Source: an optimization exercise on an open RTL-to-GDS flow (aim: small area). Production flows keep margins and buffers that such runs may drop.
The RTL was checked by simulation tests, not by an equivalence proof against the original design.

$ cat design/flow/design.v
module HeatControl (input [9:0] currentTemp, targetTemp, output reg heat);
	always @(*) begin
		if (currentTemp < targetTemp) begin
			heat = 1;
		end else begin
			heat = 0;
		end
	end
endmodule
module Temperature (input [9:0] targetTemp, input heat, input tempInputDone, input clk, rst, en, output reg [9:0] currentTemp, output reg preheated);
	reg [9:0] n_temp;
	reg n_pre;
	always @ (posedge clk) begin
		n_temp = currentTemp;
		n_pre = preheated;
		if (n_temp < 65) begin
			n_temp = 65;
		end
		if (tempInputDone) begin
			if (heat) begin
				n_temp = n_temp + 2;
			end else begin
				if ((n_temp - 1) <= 65) begin
					n_temp = 65;
				end else begin
					n_temp = n_temp - 1;
				end
			end
			if ((n_temp >= targetTemp - 2) && (n_temp <= targetTemp + 2)) begin
				n_pre = 1;
			end else begin
				n_pre = 0;
			end
		end else begin
			n_pre = 0;
		end
		if (rst) begin
			currentTemp <= 10'd65;
			preheated <= 1'b0;
		end else if (en) begin
			currentTemp <= n_temp;
			preheated <= n_pre;
		end
	end
endmodule
module OvenTimer (input [12:0] currentTime, cookTime, input preheated, timeinputdone, clk, rst, output reg done);
	integer target_time;
	integer n_target;
	reg n_done;
	always @ (posedge clk) begin
		n_target = target_time;
		n_done = done;
		if (preheated&&timeinputdone) begin
			if (n_target == 0) begin
				n_target = (currentTime + cookTime) % 3600;
			end
			if (currentTime >= n_target) begin
				n_done = 1;
				n_target=0;
			end
		end else begin
			n_done = 0;
			n_target=0;
		end
		if (rst) begin
			n_done = 0;
			n_target = 0;
		end
		done <= n_done;
		target_time <= n_target;
	end
endmodule
module timeclk(input clk, rst, output reg [12:0] current_time);
	reg [31:0] count;
	reg [31:0] n_count;
	reg [12:0] n_time;
	parameter max_count = 23;  
	always @ (posedge clk) begin
			n_count = count;
			n_time = current_time;
			if(n_count <= max_count) begin
				n_count = n_count + 1;
			end else begin
				n_count = 0;
				n_time = n_time + 1;
			end
			if(n_time >= 3600)begin
				n_time = 0;
			end
			if (rst) begin
				n_count = 0;
				n_time = 0;
			end
			count <= n_count;
			current_time <= n_time;
	end
endmodule 
module ovenDisplay(input power, tempInputDone, timeInputDone, input [9:0] current_temp, input [9:0] target_temp, input [12:0] current_time, input [12:0] target_time, output reg [0:6] hex0, output reg [0:6] hex1, output reg [0:6] hex2, output reg [0:6] hex3, output reg [0:6] hex4, output reg [0:6] hex5);
	localparam [6:0] hex_1 = 7'b1001111;  
	localparam [6:0] hex_2 = 7'b0010010;  
	localparam [6:0] hex_3 = 7'b0000110;  
	localparam [6:0] hex_4 = 7'b1001100;  
	localparam [6:0] hex_5 = 7'b0100100;  
	localparam [6:0] hex_6 = 7'b0100000;  
	localparam [6:0] hex_7 = 7'b0001111;  
	localparam [6:0] hex_8 = 7'b0000000;  
	localparam [6:0] hex_9 = 7'b0000100;  
	localparam [6:0] hex_0 = 7'b0000001;  
	localparam [6:0] hex_blank = 7'b1111111;
	integer current_time_minutes, current_time_minutes_ones_place, current_time_minutes_tens_place, current_time_seconds, current_time_seconds_ones_place, current_time_seconds_tens_place;
	integer target_time_minutes, target_time_minutes_ones_place, target_time_minutes_tens_place, target_time_seconds, target_time_seconds_ones_place, target_time_seconds_tens_place;
	integer current_temp_ones_place, current_temp_tens_place, current_temp_hundreds_place;
	integer target_temp_ones_place, target_temp_tens_place, target_temp_hundreds_place;
	always @ (*) begin
		current_time_minutes = (current_time - (current_time % 60)) / 60;
		current_time_minutes_ones_place = current_time_minutes % 10;
		current_time_minutes_tens_place = (current_time_minutes - current_time_minutes_ones_place) / 10;
		current_time_seconds = current_time - (current_time_minutes * 60);
		current_time_seconds_ones_place = current_time_seconds % 10;
		current_time_seconds_tens_place = (current_time_seconds - current_time_seconds_ones_place) / 10;
		target_time_minutes = (target_time - (target_time % 60)) / 60;
		target_time_minutes_ones_place = target_time_minutes % 10;
		target_time_minutes_tens_place = (target_time_minutes - target_time_minutes_ones_place) / 10;
		target_time_seconds = target_time - (target_time_minutes * 60);
		target_time_seconds_ones_place = target_time_seconds % 10;
		target_time_seconds_tens_place = (target_time_seconds - target_time_seconds_ones_place) / 10;
		current_temp_ones_place = current_temp % 10;
		current_temp_tens_place = ((current_temp % 100) - current_temp_ones_place) / 10;
		current_temp_hundreds_place = (current_temp - (current_temp_tens_place * 10) - current_temp_ones_place) / 100;
		target_temp_ones_place = target_temp % 10;
		target_temp_tens_place = ((target_temp % 100) - target_temp_ones_place) / 10;
		target_temp_hundreds_place = (target_temp - (target_temp_tens_place * 10) - target_temp_ones_place) / 100;
	end
	always@(*)begin
		hex0 = hex_blank;
		hex1 = hex_blank;
		hex2 = hex_blank;
		hex3 = hex_blank;
		hex4 = hex_blank;
		hex5 = hex_blank;
		if (power) begin
			if (~tempInputDone) begin
				case (target_temp_ones_place)
					1: hex0 = hex_1;
					2: hex0 = hex_2;
					3: hex0 = hex_3;
					4: hex0 = hex_4;
					5: hex0 = hex_5;
					6: hex0 = hex_6;
					7: hex0 = hex_7;
					8: hex0 = hex_8;
					9: hex0 = hex_9;
					0: hex0 = hex_0;
				endcase
				case (target_temp_tens_place)
					1: hex1 = hex_1;
					2: hex1 = hex_2;
					3: hex1 = hex_3;
					4: hex1 = hex_4;
					5: hex1 = hex_5;
					6: hex1 = hex_6;
					7: hex1 = hex_7;
					8: hex1 = hex_8;
					9: hex1 = hex_9;
					0: hex1 = hex_0;
				endcase
				case (target_temp_hundreds_place)
					1: hex2 = hex_1;
					2: hex2 = hex_2;
					3: hex2 = hex_3;
					4: hex2 = hex_4;
					5: hex2 = hex_5;
					6: hex2 = hex_6;
					7: hex2 = hex_7;
					8: hex2 = hex_8;
					9: hex2 = hex_9;
					0: hex2 = hex_0;
				endcase
				hex3 = hex_blank;
				hex4 = hex_blank;
				hex5 = hex_blank;
			end else begin
				if (~timeInputDone) begin
					hex2 = 7'b1111110;
					case (target_time_seconds_ones_place)
						1: hex0 = hex_1;
						2: hex0 = hex_2;
						3: hex0 = hex_3;
						4: hex0 = hex_4;
						5: hex0 = hex_5;
						6: hex0 = hex_6;
						7: hex0 = hex_7;
						8: hex0 = hex_8;
						9: hex0 = hex_9;
						0: hex0 = hex_0;
					endcase
					case (target_time_seconds_tens_place)
						1: hex1 = hex_1;
						2: hex1 = hex_2;
						3: hex1 = hex_3;
						4: hex1 = hex_4;
						5: hex1 = hex_5;
						0: hex1 = hex_0;
					endcase
					case (target_time_minutes_ones_place)
						1: hex3 = hex_1;
						2: hex3 = hex_2;
						3: hex3 = hex_3;
						4: hex3 = hex_4;
						5: hex3 = hex_5;
						6: hex3 = hex_6;
						7: hex3 = hex_7;
						8: hex3 = hex_8;
						9: hex3 = hex_9;
						0: hex3 = hex_0;
					endcase
					case (target_time_minutes_tens_place)
						1: hex4 = hex_1;
						2: hex4 = hex_2;
						3: hex4 = hex_3;
						4: hex4 = hex_4;
						5: hex4 = hex_5;
						0: hex4 = hex_0;
					endcase
				end else begin
					case (current_temp_ones_place)
						1: hex0 = hex_1;
						2: hex0 = hex_2;
						3: hex0 = hex_3;
						4: hex0 = hex_4;
						5: hex0 = hex_5;
						6: hex0 = hex_6;
						7: hex0 = hex_7;
						8: hex0 = hex_8;
						9: hex0 = hex_9;
						0: hex0 = hex_0;
					endcase
					case (current_temp_tens_place)
						1: hex1 = hex_1;
						2: hex1 = hex_2;
						3: hex1 = hex_3;
						4: hex1 = hex_4;
						5: hex1 = hex_5;
						6: hex1 = hex_6;
						7: hex1 = hex_7;
						8: hex1 = hex_8;
						9: hex1 = hex_9;
						0: hex1 = hex_0;
					endcase
					case (current_temp_hundreds_place)
						1: hex2 = hex_1;
						2: hex2 = hex_2;
						3: hex2 = hex_3;
						4: hex2 = hex_4;
						5: hex2 = hex_5;
						6: hex2 = hex_6;
						7: hex2 = hex_7;
						8: hex2 = hex_8;
						9: hex2 = hex_9;
						0: hex2 = hex_0;
					endcase
					case (target_temp_ones_place)
						1: hex3 = hex_1;
						2: hex3 = hex_2;
						3: hex3 = hex_3;
						4: hex3 = hex_4;
						5: hex3 = hex_5;
						6: hex3 = hex_6;
						7: hex3 = hex_7;
						8: hex3 = hex_8;
						9: hex3 = hex_9;
						0: hex3 = hex_0;
					endcase
					case (target_temp_tens_place)
						1: hex4 = hex_1;
						2: hex4 = hex_2;
						3: hex4 = hex_3;
						4: hex4 = hex_4;
						5: hex4 = hex_5;
						6: hex4 = hex_6;
						7: hex4 = hex_7;
						8: hex4 = hex_8;
						9: hex4 = hex_9;
						0: hex4 = hex_0;
					endcase
					case (target_temp_hundreds_place)
						1: hex5 = hex_1;
						2: hex5 = hex_2;
						3: hex5 = hex_3;
						4: hex5 = hex_4;
						5: hex5 = hex_5;
						6: hex5 = hex_6;
						7: hex5 = hex_7;
						8: hex5 = hex_8;
						9: hex5 = hex_9;
						0: hex5 = hex_0;
					endcase
				end
			end
		end else begin
			hex5 = hex_blank;
			hex2 = 7'b1111110;
			case(current_time_minutes_ones_place)
				1: hex3 = hex_1;
				2: hex3 = hex_2;
				3: hex3 = hex_3;
				4: hex3 = hex_4;
				5: hex3 = hex_5;
				6: hex3 = hex_6;
				7: hex3 = hex_7;
				8: hex3 = hex_8;
				9: hex3 = hex_9;
				0: hex3 = hex_0;
			endcase
			case(current_time_minutes_tens_place)
				1: hex4 = hex_1;
				2: hex4 = hex_2;
				3: hex4 = hex_3;
				4: hex4 = hex_4;
				5: hex4 = hex_5;
				0: hex4 = hex_0;
			endcase
			case(current_time_seconds_ones_place)
				1: hex0 = hex_1;
				2: hex0 = hex_2;
				3: hex0 = hex_3;
				4: hex0 = hex_4;
				5: hex0 = hex_5;
				6: hex0 = hex_6;
				7: hex0 = hex_7;
				8: hex0 = hex_8;
				9: hex0 = hex_9;
				0: hex0 = hex_0;
			endcase
			case(current_time_seconds_tens_place)
				1: hex1 = hex_1;
				2: hex1 = hex_2;
				3: hex1 = hex_3;
				4: hex1 = hex_4;
				5: hex1 = hex_5;
				0: hex1 = hex_0;
			endcase
		end
	end
endmodule 
module FinalProject (input clk, rst, pwr, key0, key1, sw5, sw4, sw3, sw2, sw1, sw0, output wire [0:6] hex0, hex1, hex2, hex3, hex4, hex5, output wire preheated, output wire done);
	parameter default_temp = 300;
	parameter max_temp = 500;
	parameter min_temp = 65;
	parameter max_time = 1800;	
	reg new_clk;
	parameter MAX_COUNT = 3; 
	reg [25:0] count;
	wire temp_tick = (count > MAX_COUNT) && ~new_clk;
	always @ (posedge clk) begin
		if (rst) begin
			count <= 0;
			new_clk <= 1'b0;
		end
		else if (count <= MAX_COUNT) begin
			count <= count + 1;
		end
		else begin
			count <= 0;
			new_clk <= ~new_clk;
		end
	end
	reg key0_old, key1_old;
	reg key0_edge, key1_edge;
	always @ (posedge clk) begin
		if (rst) begin
			key0_old <= 1'b1;
			key0_edge <= 1'b1;
			key1_old <= 1'b1;
			key1_edge <= 1'b1;
		end else begin
			key0_old <= key0;
			key0_edge <= ~(~key0 && key0_old);
			key1_old <= key1;
			key1_edge <= ~(~key1 && key1_old);
		end
	end
	wire [12:0] current_time;
	wire [9:0] current_temp;
	wire heat;
	integer target_temp;
	integer target_time;
	reg tempInputDone, timeInputDone;
	timeclk timeclk(clk, rst, current_time);
	HeatControl heatcontrol(current_temp, target_temp[9:0], heat);
	Temperature tempcontrol(target_temp[9:0], heat, tempInputDone, clk, rst, temp_tick, current_temp, preheated);
	ovenDisplay display(pwr, tempInputDone, timeInputDone, current_temp, target_temp[9:0], current_time, target_time[12:0], hex0, hex1, hex2, hex3, hex4, hex5);
	OvenTimer timer(current_time, target_time[12:0], preheated, timeInputDone, clk, rst, done);
	integer tempChange, timeChange;
	integer n_temp, n_time;
	reg n_tempDone, n_timeDone;
	always @ (posedge clk) begin
		n_temp = target_temp;
		n_time = target_time;
		n_tempDone = tempInputDone;
		n_timeDone = timeInputDone;
		tempChange = 0;
		timeChange = 0;
		if (pwr) begin
			if (n_temp == 65) begin
				n_temp = 300;
			end
			if(~(key0 == 0 && key1 == 0)&&~n_tempDone) begin
				case ({sw5, sw4, sw3, sw2, sw1, sw0})
					5'b00001: tempChange = 5;
					5'b00010: tempChange = 10;
					5'b00100: tempChange = 25;
					5'b01000: tempChange = 50;
					5'b10000: tempChange = 100;
					default: tempChange = 0;
				endcase
				if (~key0_edge && key1_edge) begin
					if ((n_temp + tempChange) >= max_temp) begin
						n_temp = max_temp;
					end else begin
						n_temp = n_temp + tempChange;
					end
				end
				if (~key1_edge && key0_edge) begin
					if ((n_temp - tempChange) <= min_temp) begin
						n_temp = min_temp;
					end else begin
						n_temp = n_temp - tempChange;
					end
				end
			end else begin
				n_tempDone = 1;
				if((~(key0 == 0 && key1 == 0)&&~n_timeDone)||n_time <= 0) begin
					case ({sw5, sw4, sw3, sw2, sw1, sw0})
						5'b00001: timeChange = 5;
						5'b00010: timeChange = 10;
						5'b00100: timeChange = 30;
						5'b01000: timeChange = 60;
						5'b10000: timeChange = 300;
						default: timeChange = 0;
					endcase
					if (~key0_edge && key1_edge) begin
						if ((n_time + timeChange) >= max_time) begin
							n_time = max_time;
						end else begin
							n_time = n_time + timeChange;
						end
					end
					if (~key1_edge && key0_edge) begin
						if ((n_time - timeChange) <= 0) begin
							n_time = 0;
						end else begin
							n_time = n_time - timeChange;
						end
					end
				end else begin
					n_timeDone = 1;
				end
			end
		end else begin
			n_temp = default_temp;
			n_time = 0;
			n_timeDone = 0;
			n_tempDone = 0;
		end
		if (rst) begin
			n_temp = 65;
			n_time = 0;
			n_timeDone = 0;
			n_tempDone = 0;
		end
		target_temp <= n_temp;
		target_time <= n_time;
		tempInputDone <= n_tempDone;
		timeInputDone <= n_timeDone;
	end
endmodule
$ cat design/flow/constraint.sdc
create_clock -name core_clock -period 200.0 [get_ports {clk}]
set_input_delay 40.0000 -clock core_clock [delete_from_list [all_inputs] [get_ports {clk}]]
set_output_delay 40.0000 -clock core_clock [all_outputs]
set_load 0.01 [all_outputs]
$ cat design/flow/run.sh
#!/bin/bash
# synth_recipe.tcl (not shown) runs the flow's synth.tcl, then flattens the netlist and writes it again
# the make line also repeats each setting of config.mk as NAME=value (left out here)
make -C /OpenROAD-flow-scripts/flow DESIGN_CONFIG=/design/flow/config.mk WORK_HOME=/design/flow/orfs CLKGATE_MAP_FILE= SYNTH_SCRIPT=/design/flow/synth_recipe.tcl finish
$ cat design/flow/config.mk
export PLATFORM = sky130hd
export DESIGN_NAME = FinalProject
export DESIGN_NICKNAME = FinalProject
export VERILOG_FILES = /design/flow/design.v
export SDC_FILE = /design/flow/constraint.sdc
export NUM_CORES = 4
export LEC_CHECK = 0
export CAP_MARGIN = 20
export CORE_MARGIN = 2
export CORE_UTILIZATION = 40
export PLACE_DENSITY = 0.6
export SLEW_MARGIN = 20
==> impl_metrics.toml <==
[sta]
fin_ws_ns = 54.37
period_needed_ns = 145.63
slew_headroom_pct = 20.22
fin_skew_ns = 0.02058
slew_violations = 0
hold_viol = 0
rsz0062_at_grt = "no"
fmax_ghz = 0.006867
fin_crit_sh_pct = 72.82
finalSetupTns_ns = 0
worst_pin_slew_ns = 1.193
final-setup-viol-count = 0

[floorplanning]
core-area_sq_um = 369700
die_w_microns = 613.9
die_h_microns = 613.9
num_rows = 223
dieArea_sq_um = 376900
start_util_pct = 40.25
ios = 55

[yosys]
ys_seq_elements = 186
synthCells = 21160
synth.area.top_cells = "xnor2_1 (9.9%), ha_1 (6.4%), nor2_1 (5.3%)"
syn_avg_cell_area_sq_um = 7.032
synth_most_common_cell = "nor2_1"
synth.top_cells.by_count = "nor2_1 (2,104), nand2_1 (1,833), xnor2_1 (1,678)"
async_flop_share_pct = 0
synth_top_area_share_pct = 9.877
yosysSeqAreaShare_pct = 2.502
synth-edff-count = 0
yosysWarnings = 6
synth_ff_type = "dfxtp_1"
ys_types = 239
synth_top_cell_by_area = "xnor2_1"
syn_area_sq_um = 148800

[layout]
final_layout_size_suffix_gt1_share_pct = 11.24
n_antenna_cell = 0
seq_area_sq_um = 3724
multiInputGateArea_sq_um = 136200
area_growth_pct = 2.778
nNetsFinal = 21630
nFillCells = 38690

[global_route]
antenna_found_initial = 4
grt_use_total_pct = 25.00
grt_remaining_overflow = 0
grt_pass1_wl_microns = 793900
grt_max_degree = 66
grt_pass1_vias = 144100

[drt]
drt-total-wl_microns = 499600
wl_per_cell_microns = 19.45
drtIter0Drc = 14860
detail-route-antenna-nets = 0
drc = 0
via_per_inst = 6.233
dr.pass1.iters = 8
via_count = 160200

[clocking]
post_cts_buffers = 0
ctsLongestPathBuffers = 2
clock_latency_ns = 0.50
postCtsHoldBufs = 0
clock_sinks = 186
cts_resized = 0
tritoncts = "yes"
cts_buffers = 17
htreeDepth = 4
path_clk_slew_ns = 0.08
cts-root-buf = "clkbuf_16"

[worst_setup_path]
crit_family = "simple AND/OR/NAND/NOR gates"
path_common_cell = "a21o_1"
critPathMaxStageDelay_ns = 1.06
worstPathMaxFanout = 39
path_class = "flip-flop to output pin"
critPathArrivalTime_ns = 105.63
critPathLaunchType = "flip-flop"
cp.required_ns = 160.00
slowest_stage = "and4_1"
worstSetupEndpointType = "output pin"
cp_num_buf_inv = 13

[placed_design]
dpl.hpwl_microns = 404600
dp_slack_ns = 56.47
gp_congestion = 0.9910
port_buffers = 54

[run]
drv_cap = 0

[outcome]
outcome = "no timing/DRC/antenna violations"

[worst_hold_path]
hold_path.class = "flip-flop to flip-flop"
cells by family after synthesis:
logic type	count (synthesis)	synth area share, %
AO/OA/AOI/OAI	6454	31.79
XOR/XNOR	2569	15.66
adder cells (fa/ha/maj)	1037	9.115
buffers and inverters	1788	6.355
flip-flops	186	2.502
multiplexers	431	3.136
other	2	0.005047
AND/OR/NAND/NOR	8693	31.44
layer usage:
metal  routed length [microns]  GRT usage, %
met1                    233900         35.25
met5                         0             0
met2                    220900         40.20
met3                     27960         1.837
met4                     16860         7.772
layout by cell type (no fill, tap or decap), types with 127 or more instances in the layout:
cell type,n
a21oi_1,1297
fa_1,127
maj3_1,143
a21o_1,323
o31ai_1,174
nor2b_1,159
a211oi_1,256
nor2_1,2103
dfxtp_1,186
or3_1,201
xnor2_1,1668
o21bai_1,149
o211ai_1,223
or2_2,193
inv_1,921
nand4_1,281
mux2i_1,271
nor3_1,787
o21a_1,168
nand2_1,1833
o22ai_1,129
and3_1,192
a31oi_1,313
nor4_1,293
nand2b_1,259
o21ai_0,1113
and2_1,212
nand3_1,763
ha_1,761
xor2_1,789
buf_4,269
flip-flops by register name, indices dropped and copies added (netlist names):
name	count
key1_edge	1
key0_old	1
target_temp	32
key1_old	1
target_time	32
timer.target_time	32
tempInputDone	1
tempcontrol.currentTemp	10
timeInputDone	1
new_clk	1
count	26
timer.done	1
timeclk.count	32
timeclk.current_time	13
tempcontrol.preheated	1
key0_edge	1
stage by stage:
step                      instance area [sq um]  instances  hold slack (ns)  utilization, %
final                                    152900      25700           0.3723           41.37
after global routing                     152900      25700           0.3808           41.37
after CTS                                152800      25690           0.3731           41.34
after detailed placement                 152200      25660           0.3554           41.18
after global placement                   152200      25660           0.3467           41.17
after floorplan                          149000      21220           0.3434               -
worst paths after layout:
| kind | slack, ns | from | cells after the start | to |
|---|---|---|---|---|
| hold / removal | 0.37 | key0_old | 1 | key0_edge |
| setup / recovery | 54.37 | target_time[9] | 293 | hex4[4] |
| hold reg to reg | 0.37 | key0_old | 1 | key0_edge |
| setup reg to reg | 185.69 | target_temp[6] | 57 | target_temp[22] |
layout make-up:
cell class                      count  area share (%)
Inverter                          953           2.360
Clock inverter                     15          0.1260
Multi-Input combinational cell  19250           89.06
Timing Repair Buffer              326           1.688
Tap cell                         4950           4.050
Clock buffer                       17          0.2782
Sequential cell                   186           2.435

-- what the ideal ports hide --
The results above use ideal ports. As a check the final layout listed here was re-extracted and re-timed, cells and wires unchanged. Step 1, drivers: a clkbuf_16 drives clk and a buf_2 each remaining input, both assumed. Step 2 times the ports against the registers' clock, not the clock port: input delays grow and output delays shrink by t, the midpoint of the rising clock arrivals with the driver on. a / b / c = no drivers / after step 1 / after step 2; a / b = the first two.
shift t [ns]: 0.550
setup WS [ns]: 54.367 / 54.306 / 54.856
hold slack, ns: 0.372 / 0.372 / 0.372
worst setup path at the end: register to output
After both steps this run still meets setup and hold. The setup slack of this run moves by -0.061 ns with the drivers and by +0.489 ns with both steps.
